What follows belongs to an exercise in optimizing a design on an open flow for small area and a short achievable clock period; a production flow would make more cautious choices.
Only simulation tests tie the RTL to the original design; equivalence was not proved.
No activity file was given, so power comes from the tool's default toggle rates.

### flow/config.mk
export PLATFORM = sky130hd
export DESIGN_NAME = main
export DESIGN_NICKNAME = main
export VERILOG_FILES = /design/flow/design.v
export SDC_FILE = /design/flow/constraint.sdc
export NUM_CORES = 4
export LEC_CHECK = 0
export CAP_MARGIN = 20
export CORE_MARGIN = 2
export CORE_UTILIZATION = 40
export SLEW_MARGIN = 20
### flow/constraint.sdc
create_clock -name core_clock -period 52.0 [get_ports {clk}]
set_input_delay 10.4000 -clock core_clock [delete_from_list [all_inputs] [get_ports {clk}]]
set_output_delay 10.4000 -clock core_clock [all_outputs]
set_load 0.01 [all_outputs]
### flow/design.v
module main(
   input start,
   input clk,
   input rst,
   input [7:0] pixel_in1,
   input [7:0] pixel_in2,
   input [7:0] pixel_in3,
   input [7:0] pixel_in4,
   input [7:0] filter,
   input [7:0] size,
   output reg ValidResult,
   output reg [18:0] Pixel_address,
   output reg [7:0] pixel_out1,
   output reg [7:0] pixel_out2,
   output reg [7:0] pixel_out3,
   output reg [7:0] pixel_out4
);
  function [7:0] med3;
    input [7:0] a, b, c;
    reg x, y, z;
    begin
      x = a > b; y = b > c; z = a > c;
      med3 = (x == y) ? b : ((x == z) ? c : a);
    end
  endfunction
  function [1:0] dirbin;
    input signed [10:0] gx, gy;
    begin
      dirbin = 2'd0;
      if (gy == 0 && !gx[10] && gx[9:8] == 2'b00)
        case (gx[7:0])
          1,2,3,4,5,6,8,9,10,11,12,13,16,17,18,19,20,22,23,24,25,26,27,28,29,
          30,32,33,34,36,37,39,40,41,44,46,47,48,51,52,53,54,58,61,64,66,72,
          77,80,82,89,92,95,96,103,108,109,120,137: dirbin = 2'd1;
          60,65,68: dirbin = 2'd2;
          default: dirbin = 2'd0;
        endcase
    end
  endfunction
  function [10:0] absv;
    input signed [10:0] v;
    absv = v[10] ? -v : v;
  endfunction
  reg [71:0] pr;           
  reg [7:0]  l4a1, l4a2;   
  reg [7:0]  a12_2, a23_2, a34_2, a12_3, a23_3, a34_3;  
  wire [7:0] L1a1 = pr[7:0],   L2a1 = pr[15:8],  L3a1 = pr[23:16];
  wire [7:0] L1a2 = pr[31:24], L2a2 = pr[39:32], L3a2 = pr[47:40];
  wire [9:0] s12 = L1a1 + L2a1 + L1a2 + L2a2;
  wire [9:0] s23 = L2a1 + L3a1 + L2a2 + L3a2;
  wire [9:0] s34 = L3a1 + l4a1 + L3a2 + l4a2;
  wire [7:0] a12_1 = s12[9:2], a23_1 = s23[9:2], a34_1 = s34[9:2];
  always @(posedge clk) begin
    if (rst) begin
      pr <= 0; l4a1 <= 0; l4a2 <= 0;
      a12_2 <= 0; a23_2 <= 0; a34_2 <= 0;
      a12_3 <= 0; a23_3 <= 0; a34_3 <= 0;
    end else begin
      pr <= {pr[47:0], pixel_in3, pixel_in2, pixel_in1};
      l4a1 <= pixel_in4; l4a2 <= l4a1;
      a12_2 <= a12_1; a23_2 <= a23_1; a34_2 <= a34_1;
      a12_3 <= a12_2; a23_3 <= a23_2; a34_3 <= a34_2;
    end
  end
  reg [7:0] b0, b1, b2, b3, b4, b5, b6, b7, b8;
  reg interp;
  always @(posedge clk) begin
    if (rst) begin
      b0 <= 0; b1 <= 0; b2 <= 0; b3 <= 0; b4 <= 0;
      b5 <= 0; b6 <= 0; b7 <= 0; b8 <= 0;
      interp <= 1'b0;
    end else if (size == 8'd0 || size == 8'd1 || size == 8'd3) begin
      b0 <= pr[7:0];   b1 <= pr[15:8];  b2 <= pr[23:16];
      b3 <= pr[31:24]; b4 <= pr[39:32]; b5 <= (size == 8'd0) ? pr[23:16] : pr[47:40];
      b6 <= pr[55:48]; b7 <= pr[63:56]; b8 <= pr[71:64];
      interp <= (size != 8'd0);
    end else if (size == 8'd2) begin
      b0 <= a12_1; b1 <= a23_1; b2 <= a34_1;
      b3 <= a12_2; b4 <= a23_2; b5 <= a34_2;
      b6 <= a12_3; b7 <= a23_3; b8 <= a34_3;
      interp <= 1'b0;
    end
  end
  wire [8:0] h03 = b0 + b3, h36 = b3 + b6, h01 = b0 + b1, h67 = b6 + b7;
  wire [8:0] h12 = b1 + b2, h78 = b7 + b8, h28 = b2 + b8, h34 = b3 + b4, h45 = b4 + b5;
  wire [9:0] q0134 = h01 + h34, q3467 = h34 + h67, q1245 = h12 + h45;
  wire [9:0] q4578 = h45 + h78;
  wire [7:0] p1  = b0;
  wire [7:0] p2  = interp ? h03[8:1] : b3;
  wire [7:0] p3  = interp ? h36[8:1] : b6;
  wire [7:0] p4  = interp ? b6 : 8'd0;
  wire [7:0] p5  = interp ? h01[8:1] : b1;
  wire [7:0] p6  = interp ? q0134[9:2] : b4;
  wire [7:0] p7  = interp ? q3467[9:2] : b7;
  wire [7:0] p8  = interp ? h67[8:1] : 8'd0;
  wire [7:0] p9  = interp ? h12[8:1] : b2;
  wire [7:0] p10 = interp ? q1245[9:2] : b5;
  wire [7:0] p11 = interp ? q4578[9:2] : b8;
  wire [7:0] p12 = interp ? h78[8:1] : 8'd0;
  wire [7:0] p13 = interp ? b2 : 8'd0;
  wire [7:0] p14 = interp ? b2 : 8'd0;
  wire [7:0] p15 = interp ? h28[8:1] : 8'd0;
  wire [7:0] p16 = interp ? b8 : 8'd0;
  wire signed [10:0] v91  = p9 - p1,   v102 = p10 - p2, v113 = p11 - p3, v124 = p12 - p4;
  wire signed [10:0] v135 = p13 - p5,  v146 = p14 - p6, v157 = p15 - p7, v168 = p16 - p8;
  wire signed [10:0] h31  = p3 - p1,   h75  = p7 - p5,  h119 = p11 - p9, h1513 = p15 - p13;
  wire signed [10:0] h42  = p4 - p2,   h86  = p8 - p6,  h1210 = p12 - p10, h1614 = p16 - p14;
  wire signed [10:0] h53  = p5 - p3,   h129 = p12 - p9;
  wire signed [10:0] gx1 = v91 + (v102 <<< 1) + v113;
  wire signed [10:0] gx2 = v102 + (v113 <<< 1) + v124;
  wire signed [10:0] gx3 = v135 + (v146 <<< 1) + v157;
  wire signed [10:0] gx4 = v146 + (v157 <<< 1) + v168;
  wire signed [10:0] gy1 = h31 + (h75 <<< 1) + h119;
  wire signed [10:0] gy2 = h42 + (h86 <<< 1) + h1210;
  wire signed [10:0] gy3 = h75 + (h119 <<< 1) + h1513;
  wire signed [10:0] gy4 = h86 + (h1210 <<< 1) + h1614;
  wire signed [10:0] sx3 = h53 - (v146 <<< 1) - v157;
  wire signed [10:0] sy4 = h86 + (h129 <<< 1) + h1614;
  wire [10:0] ax1 = absv(gx1), ax2 = absv(gx2), ax3 = absv(gx3), ax4 = absv(gx4);
  wire [10:0] ay1 = absv(gy1), ay2 = absv(gy2), ay3 = absv(gy3), ay4 = absv(gy4);
  wire [10:0] asx3 = absv(sx3), asy4 = absv(sy4);
  wire [10:0] m1 = ax1 + ay1, m2 = ax2 + ay2, m3 = ax3 + ay3, m4 = ax4 + ay4;
  wire [10:0] ms3 = asx3 + ay3, ms4 = ax4 + asy4;
  wire [8:0] ym1 = (m1[10:8] != 0) ? 9'd256 : {1'b0, m1[7:0]};
  wire [8:0] ym2 = (m2[10:8] != 0) ? 9'd256 : {1'b0, m2[7:0]};
  wire [8:0] ym3 = (m3[10:8] != 0) ? 9'd256 : {1'b0, m3[7:0]};
  wire [8:0] ym4 = (m4[10:8] != 0) ? 9'd256 : {1'b0, m4[7:0]};
  reg sob1, sob2, sob3, sob4;
  reg [1:0] cnt;   
  wire init = (cnt == 2'd3);
  always @(posedge clk) begin
    if (rst) begin
      sob1 <= 0; sob2 <= 0; sob3 <= 0; sob4 <= 0;
      cnt <= 0;
    end else if (start) begin
      sob1 <= m1[10:7] != 0;
      sob2 <= m2[10:7] != 0;
      sob3 <= ms3[10:7] != 0;
      sob4 <= ms4[10:7] != 0;
      if (!init) cnt <= cnt + 1'b1;
    end
  end
  wire [7:0] cA = med3(p1, p5, p9),  cB = med3(p2, p6, p10);
  wire [7:0] cC = med3(p3, p7, p11), cD = med3(p4, p8, p12);
  wire [7:0] cE = med3(p5, p9, p13), cF = med3(p6, p10, p14);
  wire [7:0] cG = med3(p7, p11, p15), cH = med3(p8, p12, p16);
  wire [7:0] md1 = med3(cA, cB, cC), md2 = med3(cB, cC, cD);
  wire [7:0] md3 = med3(cE, cF, cG), md4 = med3(cF, cG, cH);
  reg [7:0] x1_1, x1_2, x1_3, x1_4, x2_1, x2_2, x2_3, x2_4, x3_1, x3_2, x3_3, x3_4;
  reg [8:0] y1_1, y1_2, y1_3, y1_4, y2_1, y2_2, y2_3, y2_4, y3_1, y3_2, y3_3, y3_4;
  reg [1:0] k1_1, k1_2, k1_3, k1_4, k2_1, k2_2, k2_3, k2_4;
  reg [1:0] k3_1, k3_2, k3_3, k3_4, k4_1, k4_2, k4_3, k4_4;
  reg cn1, cn2, cn3, cn4;
  function edgebit;
    input [1:0] d;
    input [8:0] m;
    input [7:0] c1, c3, c4, c6, c7, c9;
    reg [7:0] a, b;
    begin
      case (d)
        2'd1: begin a = c3; b = c7; end
        2'd2: begin a = c1; b = c9; end
        default: begin a = c4; b = c6; end
      endcase
      edgebit = (m > {1'b0, a}) && (m > {1'b0, b});
    end
  endfunction
  always @(posedge clk) begin
    if (rst) begin
      y1_1 <= 0; y1_2 <= 0; y1_3 <= 0; y1_4 <= 0;
      y2_1 <= 0; y2_2 <= 0; y2_3 <= 0; y2_4 <= 0;
      y3_1 <= 0; y3_2 <= 0; y3_3 <= 0; y3_4 <= 0;
      k1_1 <= 0; k1_2 <= 0; k1_3 <= 0; k1_4 <= 0;
      k2_1 <= 0; k2_2 <= 0; k2_3 <= 0; k2_4 <= 0;
      k3_1 <= 0; k3_2 <= 0; k3_3 <= 0; k3_4 <= 0;
      k4_1 <= 0; k4_2 <= 0; k4_3 <= 0; k4_4 <= 0;
      x1_1 <= 0; x1_2 <= 0; x1_3 <= 0; x1_4 <= 0;
      x2_1 <= 0; x2_2 <= 0; x2_3 <= 0; x2_4 <= 0;
      x3_1 <= 0; x3_2 <= 0; x3_3 <= 0; x3_4 <= 0;
      cn1 <= 0; cn2 <= 0; cn3 <= 0; cn4 <= 0;
    end else begin
      x1_1 <= md1; x1_2 <= md2; x1_3 <= md3; x1_4 <= md4;
      x2_1 <= x1_1; x2_2 <= x1_2; x2_3 <= x1_3; x2_4 <= x1_4;
      x3_1 <= x2_1; x3_2 <= x2_2; x3_3 <= x2_3; x3_4 <= x2_4;
      y1_1 <= ym1; y1_2 <= ym2; y1_3 <= ym3; y1_4 <= ym4;
      y2_1 <= y1_1; y2_2 <= y1_2; y2_3 <= y1_3; y2_4 <= y1_4;
      y3_1 <= y2_1; y3_2 <= y2_2; y3_3 <= y2_3; y3_4 <= y2_4;
      k1_1 <= dirbin(gx1, gy1); k1_2 <= dirbin(gx2, gy2);
      k1_3 <= dirbin(gx3, gy3); k1_4 <= dirbin(gx4, gy4);
      k2_1 <= k1_1; k2_2 <= k1_2; k2_3 <= k1_3; k2_4 <= k1_4;
      k3_1 <= k2_1; k3_2 <= k2_2; k3_3 <= k2_3; k3_4 <= k2_4;
      k4_1 <= k3_1; k4_2 <= k3_2; k4_3 <= k3_3; k4_4 <= k3_4;
      cn1 <= edgebit(k4_1, y3_1, p1, p3, p5, p7, p9, p11);
      cn2 <= edgebit(k4_2, y3_2, p2, p4, p6, p8, p10, p12);
      cn3 <= edgebit(k4_3, y3_3, p5, p7, p9, p11, p13, p15);
      cn4 <= edgebit(k4_4, y3_4, p6, p8, p10, p12, p14, p16);
    end
  end
  wire run = init && (filter == 8'd0 || filter == 8'd1 || filter == 8'd2);
  always @(posedge clk) begin
    if (rst) begin
      pixel_out1 <= 0; pixel_out2 <= 0; pixel_out3 <= 0; pixel_out4 <= 0;
      Pixel_address <= 0;
      ValidResult <= 1'b0;
    end else if (run) begin
      if (filter == 8'd1) begin
        pixel_out1 <= x3_1; pixel_out2 <= x3_2; pixel_out3 <= x3_3; pixel_out4 <= x3_4;
      end else if (filter == 8'd0) begin
        pixel_out1 <= {8{sob1}}; pixel_out2 <= {8{sob2}};
        pixel_out3 <= {8{sob3}}; pixel_out4 <= {8{sob4}};
      end else begin
        pixel_out1 <= {8{cn1}}; pixel_out2 <= {8{cn2}};
        pixel_out3 <= {8{cn3}}; pixel_out4 <= {8{cn4}};
      end
      Pixel_address <= Pixel_address + 1'b1;
      ValidResult <= 1'b1;
    end
  end
endmodule
### flow/run.sh
#!/bin/bash
# synth_recipe.tcl (not shown) runs the flow's synth.tcl, then flattens the netlist and writes it again
# the make line also repeats each setting of config.mk as NAME=value (left out here)
make -C /OpenROAD-flow-scripts/flow DESIGN_CONFIG=/design/flow/config.mk WORK_HOME=/design/flow/orfs CLKGATE_MAP_FILE= SYNTH_SCRIPT=/design/flow/synth_recipe.tcl finish
==> results of run 1 <==
==> final cells by class <==
cell class / instances / area (um^2) / area share (%)
diodes: 2 / 5.00 / 0.00925
clock buffers: 75 / 1570 / 2.91
clock inverters: 28 / 357 / 0.659
inverters: 530 / 1990 / 3.68
multi-input cells: 4754 / 36400 / 67.2
flip-flops and latches: 507 / 10200 / 18.8
well taps: 1625 / 2030 / 3.76
repair buffers: 184 / 1650 / 3.05
==> per-stage QoR <==
stage                     std cells  hold WS, ns  util, %  setup slack [ns]  instance area (um^2)
after floorplan                5994        0.414        -             39.84                 49300
after global placement         7599        0.416     42.8             38.64                 52200
after detailed placement       7599        0.420     42.8             38.57                 52200
after CTS                      7702        0.395     44.3             39.29                 54100
after global routing           7703        0.411     44.4             38.92                 54100
final                          7705        0.405     44.4             39.49                 54100
==> cell families (layout without fill, tap and decap cells) <==
kind of cell | after synthesis | in the layout
multiplexers | 111 | 111
AO/OA/AOI/OAI | 1529 | 1529
other | 0 | 2
XOR/XNOR | 471 | 471
AND/OR/NAND/NOR | 1773 | 1773
flip-flops | 507 | 507
adder cells (fa/ha/maj) | 870 | 870
buffers and inverters | 733 | 817
==> critical path: cells and delay by family, from the launching register on <==
| kind | cells | cell delay, ns |
|---|---|---|
| compound gates | 18 | 4.04 |
| xor+xnor | 5 | 2.43 |
| flops | 1 | 0.56 |
| buf+inv | 4 | 0.44 |
| simple gates | 11 | 2.57 |
| fa+ha+maj | 6 | 2.34 |
==> final timing paths <==
kind,start,endpoint,slack [ns],depth (start not counted)
setup / recovery,b2[0],y1_2[5],39.49,44
hold reg to reg,y2_4[3],y3_4[3],0.40,1
hold / removal,y2_4[3],y3_4[3],0.40,1
setup reg to reg,b2[0],y1_2[5],39.49,44
==> power by group <==
part / switching [mW] / internal [mW]
registers: 0.0186 / 0.425
logic: 0.470 / 0.312
clock network: 0.170 / 0.239
==> registers in the layout (all words and copies together) (netlist names), 9 cells and up <==
name           flops
pr                72
Pixel_address     19
y1_1               9
y1_2               9
y1_3               9
y1_4               9
y2_1               9
y2_2               9
y2_3               9
y2_4               9
y3_1               9
y3_2               9
y3_3               9
y3_4               9
==> placed cells by master (no fill, tap or decap), types with 48 or more instances in the layout <==
cell type and count:
sky130_fd_sc_hd__ha_1 696, sky130_fd_sc_hd__inv_1 521, sky130_fd_sc_hd__dfxtp_1 506, sky130_fd_sc_hd__nor2_1 470, sky130_fd_sc_hd__a21oi_1 470, sky130_fd_sc_hd__nand2_1 407
sky130_fd_sc_hd__nor2b_1 370, sky130_fd_sc_hd__xnor2_1 308, sky130_fd_sc_hd__o21ai_0 286, sky130_fd_sc_hd__a21o_1 176, sky130_fd_sc_hd__fa_1 163, sky130_fd_sc_hd__xor2_1 155
sky130_fd_sc_hd__nand3_1 102, sky130_fd_sc_hd__clkdlybuf4s50_1 101, sky130_fd_sc_hd__o21bai_1 91, sky130_fd_sc_hd__nand2b_1 91, sky130_fd_sc_hd__nor3_1 89, sky130_fd_sc_hd__buf_4 80
sky130_fd_sc_hd__a22oi_1 66, sky130_fd_sc_hd__clkbuf_16 56, sky130_fd_sc_hd__a311oi_1 55, sky130_fd_sc_hd__mux2i_1 54, sky130_fd_sc_hd__o21a_1 50, sky130_fd_sc_hd__mux2_2 48
==> metal layers <==
layer / share of wire, % / global-route usage (%)
met5: 0 / 0
met4: 5.1 / 12.2
met2: 43 / 42.5
met1: 44 / 37.6
met3: 8.7 / 4.79
==> run notes, run 1 <==
- Leading cell types by total area after synthesis: sky130_fd_sc_hd__dfxtp_1 (21%), sky130_fd_sc_hd__ha_1 (18%), sky130_fd_sc_hd__fa_1 (6.6%)
- The number of max-slew violations in the final report was 0.
- In this run, the number of DRC markers left after iteration 0 of detailed routing was ~4,800.
* Number of nets still failing antenna checks after routing: 0
- STA classifies the critical path startpoint as a flop.
- The design draws roughly 1.6 mW.
- Synth Net Count: 6,904
* Dominant cell type by area after synthesis: sky130_fd_sc_hd__dfxtp_1
- Remaining max-slew budget at the tightest pin: between 15 and 20%
- Wire length of the first global-routing pass: between 200,000 and 300,000 um
- Post-synth top area share: 20.6%
- In the post-synthesis netlist, the cell with the most instances is sky130_fd_sc_hd__ha_1.
* Area growth from synthesis to layout: 9.80%
- Total negative slack for setup checks: 0 ns
- Die Y-Extent: 355 um
* Area of the core region: 122,000 um^2
- Post-synth design cell area: a little under 50,000 um^2
- Summed over all layers, the global routing overflow is 0.
* CP max stage delay: roughly 0.67 ns
- After clock tree synthesis, the setup repair step added 0 buffers.
- Final net count: roughly 7,000
- For this block, the routed nets add up to 177,000 um of wire.
* Yosys synthesis warning count: 1
- Cell at the slowest stage of the critical path: sky130_fd_sc_hd__xor2_1
- Setup repair after global routing left no endpoint under its margin.
* Share of synthesized area spent on multiplexers: 2.56%
- Post-synthesis cell count: between 5,000 and 6,000
* Mean instance size in the synthesized netlist: 8.22 um^2
* Synth cell count leaders: sky130_fd_sc_hd__ha_1 (696), sky130_fd_sc_hd__inv_1 (521), sky130_fd_sc_hd__dfxtp_1 (507)
- Counting the fill cells in the layout gives about 12,000.
- For this run, the top clock speed supported by timing is about 0.08 GHz.
- Dividing total power by cell area gives a power density of approximately 30 nW/um^2.
- Synthesis instantiated between 100 and 150 different standard cells from the library.
- The synthesized netlist devotes roughly 8.6% of its cell area to XOR and XNOR gates.
- CP Class: flop to flop
- CTS placed an instance of sky130_fd_sc_hd__clkbuf_16 at the clock tree root.
- Fraction of layout cells with a size suffix above 1: about 5.5%
* Detail-routed net length per standard cell: approximately 23 um
* Seq cells post-synth: about 510
* Clock tree sinks: 507
- Largest buffer count on any clock path: 3
- TritonCTS buffer count: 56
* Post-Route Skew: about 0.055 ns
* Most common flop cell mapped by yosys: sky130_fd_sc_hd__dfxtp_1
- Fraction of the mapped netlist area in simple logic gates: ~18%
* Clock tree from TritonCTS: built
- Entering global routing, the biggest net connects approximately 190 pins.
- Routability-driven placement finished with a final weighted congestion of 1.04.
- In the routed design, unresolved DRC markers number 0.
- Buffers placed on the I/O ports in this run total about 100.
* Reg clk slew, reported paths: ~0.06 ns
- Period utilization: about a quarter
- Die span in x: 355 um
- I/O pin count: between 100 and 150
* Vias after detailed routing: 44,153
- Global routing consumed, over all layers together, between 20% and 30% of the routing resources.
- The H-tree was split into 2 levels.
- Of all nets on the critical path, the largest fanout is 8.
- Initial core utilization: 40.4%
- Summing the areas of all fa, ha and maj instances in the mapped netlist gives between 20 and 25% of the synthesized area.
- Final hold vios: 0
- Hold Buf Count CTS: 0
- Post-cts sizing count: 0
* Count of standard-cell rows: 128
- Worst-Skew Late Latency: a little under 0.7 ns
* Outcome: finished clean
* Dominant cell type by count on the critical path: sky130_fd_sc_hd__a21oi_1
- Post-DP HPWL: about 140,000 um
* Compound-Gate Fraction of Synth Area: about a fifth
- Across the run, the number of max-cap violations was 0.
- Antenna violations before repair: 6
- Initial DRT Pass Iterations: 7
- Final number of setup-violating endpoints: 0
* DIE AREA: ~130,000 um^2
- At the pin with the least slew margin, the transition time is approximately 1.2 ns.
- Kind of path behind the tightest hold check: flop to flop
- In this run the static leakage power is 24.2 nW.
- Maximum ir drop on the vdd rail: 0.0270 mV
- CP Data Arrival Time: approximately 13 ns
- Req. time, crit path: between 50 and 60 ns
- Of all flip-flops after synthesis, the portion carrying an async set or reset was 0%.
* Kind of end point of the critical path: flop
* Number of enable flip-flop cells after synthesis: 0
- The share of the Yosys chip area taken by registers is approximately 21%.
- Vias in the first global route: ~42,000
* Detail-routed via count per cell: between 5 and 6
* Final Critical Period: 12.51 ns
- By area, the combinational part of the netlist is dominated by adder cells.
==> run 2: changes to the inputs <==
--- a/flow/design.v
+++ b/flow/design.v
@@ -29,8 +29,6 @@
       dirbin = 2'd0;
-      if (gy == 0 && !gx[10] && gx[9:8] == 2'b00)
-        case (gx[7:0])
-          1,2,3,4,5,6,8,9,10,11,12,13,16,17,18,19,20,22,23,24,25,26,27,28,29,
-          30,32,33,34,36,37,39,40,41,44,46,47,48,51,52,53,54,58,61,64,66,72,
-          77,80,82,89,92,95,96,103,108,109,120,137: dirbin = 2'd1;
-          60,65,68: dirbin = 2'd2;
+      if (gy == 0 && gx[10:8] == 3'b000)
+        case (gx[7:1])
+          1,2,3,4,5,6,8,9,10,11,12,13,14,15,16,17,18,20,22,23,24,26,27,29,32,33,36,40,41,46,48,54,60: dirbin = 2'd1;
+          30,34: dirbin = 2'd2;
           default: dirbin = 2'd0;
@@ -38,6 +36,2 @@
     end
-  endfunction
-  function [10:0] absv;
-    input signed [10:0] v;
-    absv = v[10] ? -v : v;
   endfunction
@@ -118,11 +112,17 @@
   wire signed [10:0] sy4 = h86 + (h129 <<< 1) + h1614;
-  wire [10:0] ax1 = absv(gx1), ax2 = absv(gx2), ax3 = absv(gx3), ax4 = absv(gx4);
-  wire [10:0] ay1 = absv(gy1), ay2 = absv(gy2), ay3 = absv(gy3), ay4 = absv(gy4);
-  wire [10:0] asx3 = absv(sx3), asy4 = absv(sy4);
-  wire [10:0] m1 = ax1 + ay1, m2 = ax2 + ay2, m3 = ax3 + ay3, m4 = ax4 + ay4;
-  wire [10:0] ms3 = asx3 + ay3, ms4 = ax4 + asy4;
-  wire [8:0] ym1 = (m1[10:8] != 0) ? 9'd256 : {1'b0, m1[7:0]};
-  wire [8:0] ym2 = (m2[10:8] != 0) ? 9'd256 : {1'b0, m2[7:0]};
-  wire [8:0] ym3 = (m3[10:8] != 0) ? 9'd256 : {1'b0, m3[7:0]};
-  wire [8:0] ym4 = (m4[10:8] != 0) ? 9'd256 : {1'b0, m4[7:0]};
+  function [10:0] l1norm;
+    input signed [10:0] a, b;
+    reg signed [10:0] t;
+    begin
+      t = (a[10] == b[10]) ? a + b : a - b;
+      l1norm = t[10] ? -t : t;
+    end
+  endfunction
+  wire [10:0] m1 = l1norm(gx1, gy1), m2 = l1norm(gx2, gy2);
+  wire [10:0] m3 = l1norm(gx3, gy3), m4 = l1norm(gx4, gy4);
+  wire [10:0] ms3 = l1norm(sx3, gy3), ms4 = l1norm(gx4, sy4);
+  wire [7:0] ym1 = (m1[10:8] != 0) ? 8'd128 : {1'b0, m1[7:1]};
+  wire [7:0] ym2 = (m2[10:8] != 0) ? 8'd128 : {1'b0, m2[7:1]};
+  wire [7:0] ym3 = (m3[10:8] != 0) ? 8'd128 : {1'b0, m3[7:1]};
+  wire [7:0] ym4 = (m4[10:8] != 0) ? 8'd128 : {1'b0, m4[7:1]};
   reg sob1, sob2, sob3, sob4;
@@ -131,6 +131,3 @@
   always @(posedge clk) begin
-    if (rst) begin
-      sob1 <= 0; sob2 <= 0; sob3 <= 0; sob4 <= 0;
-      cnt <= 0;
-    end else if (start) begin
+    if (start) begin
       sob1 <= m1[10:7] != 0;
@@ -139,4 +136,7 @@
       sob4 <= ms4[10:7] != 0;
-      if (!init) cnt <= cnt + 1'b1;
-    end
+    end
+  end
+  always @(posedge clk) begin
+    if (rst) cnt <= 0;
+    else if (start && !init) cnt <= cnt + 1'b1;
   end
@@ -149,3 +149,3 @@
   reg [7:0] x1_1, x1_2, x1_3, x1_4, x2_1, x2_2, x2_3, x2_4, x3_1, x3_2, x3_3, x3_4;
-  reg [8:0] y1_1, y1_2, y1_3, y1_4, y2_1, y2_2, y2_3, y2_4, y3_1, y3_2, y3_3, y3_4;
+  reg [7:0] y1_1, y1_2, y1_3, y1_4, y2_1, y2_2, y2_3, y2_4, y3_1, y3_2, y3_3, y3_4;
   reg [1:0] k1_1, k1_2, k1_3, k1_4, k2_1, k2_2, k2_3, k2_4;
@@ -155,3 +155,3 @@
     input [1:0] d;
-    input [8:0] m;
+    input [7:0] m;    
     input [7:0] c1, c3, c4, c6, c7, c9;
@@ -164,3 +164,3 @@
       endcase
-      edgebit = (m > {1'b0, a}) && (m > {1'b0, b});
+      edgebit = (m > {1'b0, a[7:1]}) && (m > {1'b0, b[7:1]});
     end
@@ -170,19 +170,6 @@
       y1_1 <= 0; y1_2 <= 0; y1_3 <= 0; y1_4 <= 0;
-      y2_1 <= 0; y2_2 <= 0; y2_3 <= 0; y2_4 <= 0;
-      y3_1 <= 0; y3_2 <= 0; y3_3 <= 0; y3_4 <= 0;
       k1_1 <= 0; k1_2 <= 0; k1_3 <= 0; k1_4 <= 0;
       k2_1 <= 0; k2_2 <= 0; k2_3 <= 0; k2_4 <= 0;
-      k3_1 <= 0; k3_2 <= 0; k3_3 <= 0; k3_4 <= 0;
-      k4_1 <= 0; k4_2 <= 0; k4_3 <= 0; k4_4 <= 0;
-      x1_1 <= 0; x1_2 <= 0; x1_3 <= 0; x1_4 <= 0;
-      x2_1 <= 0; x2_2 <= 0; x2_3 <= 0; x2_4 <= 0;
-      x3_1 <= 0; x3_2 <= 0; x3_3 <= 0; x3_4 <= 0;
-      cn1 <= 0; cn2 <= 0; cn3 <= 0; cn4 <= 0;
     end else begin
-      x1_1 <= md1; x1_2 <= md2; x1_3 <= md3; x1_4 <= md4;
-      x2_1 <= x1_1; x2_2 <= x1_2; x2_3 <= x1_3; x2_4 <= x1_4;
-      x3_1 <= x2_1; x3_2 <= x2_2; x3_3 <= x2_3; x3_4 <= x2_4;
       y1_1 <= ym1; y1_2 <= ym2; y1_3 <= ym3; y1_4 <= ym4;
-      y2_1 <= y1_1; y2_2 <= y1_2; y2_3 <= y1_3; y2_4 <= y1_4;
-      y3_1 <= y2_1; y3_2 <= y2_2; y3_3 <= y2_3; y3_4 <= y2_4;
       k1_1 <= dirbin(gx1, gy1); k1_2 <= dirbin(gx2, gy2);
@@ -190,9 +177,16 @@
       k2_1 <= k1_1; k2_2 <= k1_2; k2_3 <= k1_3; k2_4 <= k1_4;
-      k3_1 <= k2_1; k3_2 <= k2_2; k3_3 <= k2_3; k3_4 <= k2_4;
-      k4_1 <= k3_1; k4_2 <= k3_2; k4_3 <= k3_3; k4_4 <= k3_4;
-      cn1 <= edgebit(k4_1, y3_1, p1, p3, p5, p7, p9, p11);
-      cn2 <= edgebit(k4_2, y3_2, p2, p4, p6, p8, p10, p12);
-      cn3 <= edgebit(k4_3, y3_3, p5, p7, p9, p11, p13, p15);
-      cn4 <= edgebit(k4_4, y3_4, p6, p8, p10, p12, p14, p16);
-    end
+    end
+  end
+  always @(posedge clk) begin
+    x1_1 <= md1; x1_2 <= md2; x1_3 <= md3; x1_4 <= md4;
+    x2_1 <= x1_1; x2_2 <= x1_2; x2_3 <= x1_3; x2_4 <= x1_4;
+    x3_1 <= x2_1; x3_2 <= x2_2; x3_3 <= x2_3; x3_4 <= x2_4;
+    y2_1 <= y1_1; y2_2 <= y1_2; y2_3 <= y1_3; y2_4 <= y1_4;
+    y3_1 <= y2_1; y3_2 <= y2_2; y3_3 <= y2_3; y3_4 <= y2_4;
+    k3_1 <= k2_1; k3_2 <= k2_2; k3_3 <= k2_3; k3_4 <= k2_4;
+    k4_1 <= k3_1; k4_2 <= k3_2; k4_3 <= k3_3; k4_4 <= k3_4;
+    cn1 <= edgebit(k4_1, y3_1, p1, p3, p5, p7, p9, p11);
+    cn2 <= edgebit(k4_2, y3_2, p2, p4, p6, p8, p10, p12);
+    cn3 <= edgebit(k4_3, y3_3, p5, p7, p9, p11, p13, p15);
+    cn4 <= edgebit(k4_4, y3_4, p6, p8, p10, p12, p14, p16);
   end
==> run notes, run 2 <==
- The number of global-route vias before repair was 37,948 (-8.9%).
- Ordered cell list for the critical path: clkdlybuf4s50_1 -> nor4_1 -> and4_1 -> buf_4 -> and3_1 -> nand2_1 -> or3_1 -> a21oi_1
- Area growth from synthesis to layout: 10.7%
- The sequential fraction of the synthesis area came to 21.7% (+1.1 points).
* RSZ-0062 raised after global routing: false
* Post-Route Skew: 0.0273 ns (-0.0281 ns)
- More flip-flops sit in one register than any other, and that register is pr.
- The largest registers in the layout are pr: 72 flops, Pixel_address: 19 flops.
- Seq cells post-synth: 495 (-2.4%)
- The total of hold buffers inserted after clock tree synthesis came to 0 (unchanged).
- CP max stage delay: 0.57 ns (-0.10 ns)
- The static leakage was 23.5 nW (-3.1%).
- The total wire length was 161,000 um (-9.2%).
- Number of library cell types mapped by synthesis: 100 (-7.4%)
- The die area is 117,000 um^2 (-7.1%).
* Final hold vios: 0 (unchanged)
- The worst setup path is captured at a flop.
- The number of placement rows is 124 (-3.1%).
* Critical Path Start Type: primary input
* Post-synthesis cell count: 5,449 (-9.1%)
* Footprint of the multi-input gates: 33,200 um^2 (-8.6%)
- The root buffer cell chosen for the clock tree is sky130_fd_sc_hd__clkbuf_16.
- The critical path data required time is 52.55 ns (-0.02 ns).
- The initial standard-cell utilization of the core was 40.2% (-0.20 points).
* Mean instance size in the synthesized netlist: 8.40 um^2 (+2.1%)
- Maximum number of pins on one net before global-route repair: 200 (+5.8%)
* Area of the core region: 114,000 um^2 (-6.7%)
- On the critical path the largest part of the delay comes from simple AND/OR/NAND/NOR gates.
- Number of levels the H-tree was split into: 2 (unchanged)
* Dominant cell type by area after synthesis: sky130_fd_sc_hd__dfxtp_1
* Design Area, Final: 50,700 um^2 (-6.4%)
- The count of cells along the worst register-to-register path is 42 (-4.5%).
* Number of remaining DRC errors: 0 (unchanged)
- CP Class: primary input to flop
* Largest buffer count on any clock path: 3 (unchanged)
- Most numerous cell in the Yosys netlist: sky130_fd_sc_hd__ha_1
- Post-DP HPWL: 128,000 um (-8.9%)
- Post-synthesis async set-or-reset flop share: 0% (unchanged)
* Leading cell types by total area after synthesis: sky130_fd_sc_hd__dfxtp_1 (21%), sky130_fd_sc_hd__ha_1 (18%), sky130_fd_sc_hd__fa_1 (7.3%)
- Vias after detailed routing: 39,980 (-9.5%)
- Worst-Skew Late Latency: 0.66 ns (-0.02 ns)
* Remaining max-slew budget at the tightest pin: 9.42% (-6.9 points)
- The post-CTS setup repair buffer count is 0 (unchanged).
- The first-pass GRT wire length came to 239,000 um (-9.2%).
* Setup slack of the worst register-to-register path: 39.71 ns (+0.22 ns)
- Post-cts sizing count: 0 (unchanged)
- The number of sinks driven by the clock tree is 495 (-2.4%).
- Post-synth design cell area: 45,800 um^2 (-7.1%)
- The path class of the tightest hold or removal check is flop to flop.
- Worst hold path cell count: 0 (-1)
- The number of nets produced by synthesis is 6,336 (-8.2%).
- The setup TNS came to 0 ns (unchanged).
* Number of filler instances in the final layout: 11,331 (-6.6%)
* Final number of setup-violating endpoints: 0 (unchanged)
- The critical path buffer and inverter count is 2 (-2).
- The peak clock frequency supported by timing is 0.0803 GHz (+0.41%).
* Detail-routed via count per cell: 5.63 (-1.8%)
- The height of the die is 342 um (-3.6%).
* Maximum ir drop on the vdd rail: 0.0440 mV (+63%)
* Clock tree from TritonCTS: built
- TritonCTS buffer count: 53 (-5.4%)
- The core utilization of the finished layout was 44.5% (+0.16 points).
- Highest fanout seen on the critical path: 38 (+30)
- Fraction of layout cells with a size suffix above 1: 4.53% (-0.93 points)
* Placement Cell Area: 48,800 um^2 (-6.6%)
- Input/output buffers: 102 (unchanged)
* Last weighted congestion value of the routability-driven placer: 1.03 (-0.65%)
* Count of non-filler cells in the finished layout: 7,106 (-7.8%)
- Final net count: 6,432 (-7.4%)
- Reg clk slew, reported paths: 0.07 ns (about the same)
- The post-route clock period utilization came to 24.0% (-0.098 points).
- Antenna violations before repair: 4 (-2)
* Commonest non-fill, non-tap cell in the layout: sky130_fd_sc_hd__ha_1
* Max reg flops: 72 (unchanged)
- The smallest hold slack came to 0.306 ns (-0.0991 ns).
- Maximum capacitance violations: 0 (unchanged)
- Post-synth top area share: 21.5% (+0.89 points)
- The remaining global-route overflow was 0 (unchanged).
- Initial DRT Pass Iterations: 8 (+1)
* Leading cell types in the layout, fill and taps excluded: sky130_fd_sc_hd__ha_1 (669), sky130_fd_sc_hd__inv_1 (552), sky130_fd_sc_hd__dfxtp_1 (490)
* Die span in x: 342 um (-3.6%)
- Number of nets still failing antenna checks after routing: 0 (unchanged)
* Footprint of the flip-flops and latches: 9950 um^2 (-2.0%)
* Number of enable flip-flop cells after synthesis: 4 (+4)
* Cell at the slowest stage of the critical path: sky130_fd_sc_hd__nor4_1
- The number of primary I/O pins came to 103 (unchanged).
* Number of placed cells counting well taps: 7,002 (-7.9%)
* Gr usage total: 27.1% (-0.44 points)
* Detail-routed net length per standard cell: 22.6 um (-1.6%)
- Pin slew with the least headroom to its limit: 1.35 ns (+0.102 ns)
* Synth cell count leaders: sky130_fd_sc_hd__ha_1 (669), sky130_fd_sc_hd__inv_1 (552), sky130_fd_sc_hd__dfxtp_1 (491)
- The number of gates on the worst path with buffers counted came to 8 (-82%).
- The number of max-slew violations in the final report is 0 (unchanged).
* Final Critical Period: 12.46 ns (-0.0508 ns)
- Outcome: finished clean
- In the synthesized netlist the dominant register cell turns out to be sky130_fd_sc_hd__dfxtp_1.
- The power per unit of standard cell area came to 32.6 nW/um^2 (+8.0%).
* Initial DRC count: 3,894 (-20%)
- Yosys synthesis warning count: 1 (unchanged)
* CP Data Arrival Time: 13.01 ns (-0.07 ns)
## run 2: final timing paths
check | start | endpoint
setup / recovery | filter[5] | Pixel_address[18]
hold / removal | k3_3[0] | k4_3[0]
setup reg to reg | b8[0] | sob2
hold reg to reg | k3_3[0] | k4_3[0]
## run 2: per-stage QoR
step | worst slack [ns] | power (mW)
after floorplan | 39.77 | 1.04
after global placement | 38.70 | 1.22
after detailed placement | 38.64 | 1.24
after CTS | 39.34 | 1.66
after global routing | 39.07 | 1.78
final | 39.54 | 1.65
## run 2: power by group
part / leakage, nW / switching [mW] / internal, mW / total, mW
sequential: 4.04 / 0.0268 / 0.442 / 0.469
combinational: 18.5 / 0.463 / 0.308 / 0.772
clock: 0.912 / 0.170 / 0.243 / 0.413
total: 23.5 / 0.660 / 0.993 / 1.65
## run 2: worst register-to-register path: cells and delay by family, from the launching register on
kind / cells / cell delay [ns]
simple gates: 4 / 1.60
fa+ha+maj: 7 / 2.71
flops: 1 / 0.63
compound gates: 20 / 4.08
xor+xnor: 4 / 1.83
mux: 1 / 0.31
buf+inv: 6 / 0.90
## run 2: metal layers
layer  GRT usage [%]  part of all wire (%)  vias to the layer above
met2            42.7                    43                     1589
met3            5.51                   8.8                      312
met1            36.5                    44                    18882
met5               0                 0.012                        -
met4            10.3                   4.1                        2
li1                -                     -                    19195
## run 2: layout make-up
class / count / share of cell area (%)
multi-input cells: 4260 / 65.6
flip-flops and latches: 495 / 19.6
inverters: 560 / 4.15
well taps: 1512 / 3.73
repair buffers: 175 / 3.13
clock buffers: 60 / 2.71
clock inverters: 38 / 1.04
diodes: 6 / 0.0296
## run 2: cells by family (layout without fill, tap and decap cells)
kind of cell | count (synthesis) | count (layout) | synth area share [%]
AND/OR/NAND/NOR | 1468 | 1468 | 15.7
AO/OA/AOI/OAI | 1366 | 1366 | 19.4
adder cells (fa/ha/maj) | 843 | 843 | 25.7
buffers and inverters | 694 | 833 | 5.70
flip-flops | 495 | 495 | 21.7
XOR/XNOR | 446 | 446 | 8.59
multiplexers | 137 | 137 | 3.10
other | 0 | 6 | 0

## separate check: timing with driven ports
How much do the figures lean on ideal ports? The routed layouts below were timed once more, with nothing changed but the port constraints.
Step 1: set_driving_cell puts a clkbuf_16 on clk and a buf_2 on each other input, an assumption about the parent block.
Step 2 moves the port delays by t, midway between the first and last clock arrival at a register: inputs arrive t later, outputs are due t later. That takes back most of the time a late clock gives input paths.
a / b / c = ideal / step 1 / step 2; a / b = the first two.
| run | t (ns) | slack for setup (ns) | worst hold slack (ns) | worst data-port slew with drivers (ns) | pins driven straight from the clock port |
|---|---|---|---|---|---|
| run 1 | 0.724 | 39.493 / 39.493 / 38.961 | 0.405 / 0.405 / 0.405 | 0.06 | 1 |
| run 2 | 0.715 | 39.543 / 39.586 / 38.871 | 0.306 / 0.306 / 0.306 | 0.05 | 1 |
After both steps every run listed still meets setup and hold. The setup slack of run 2, which loses most, moves by +0.043 ns with the drivers and by -0.672 ns with both steps.
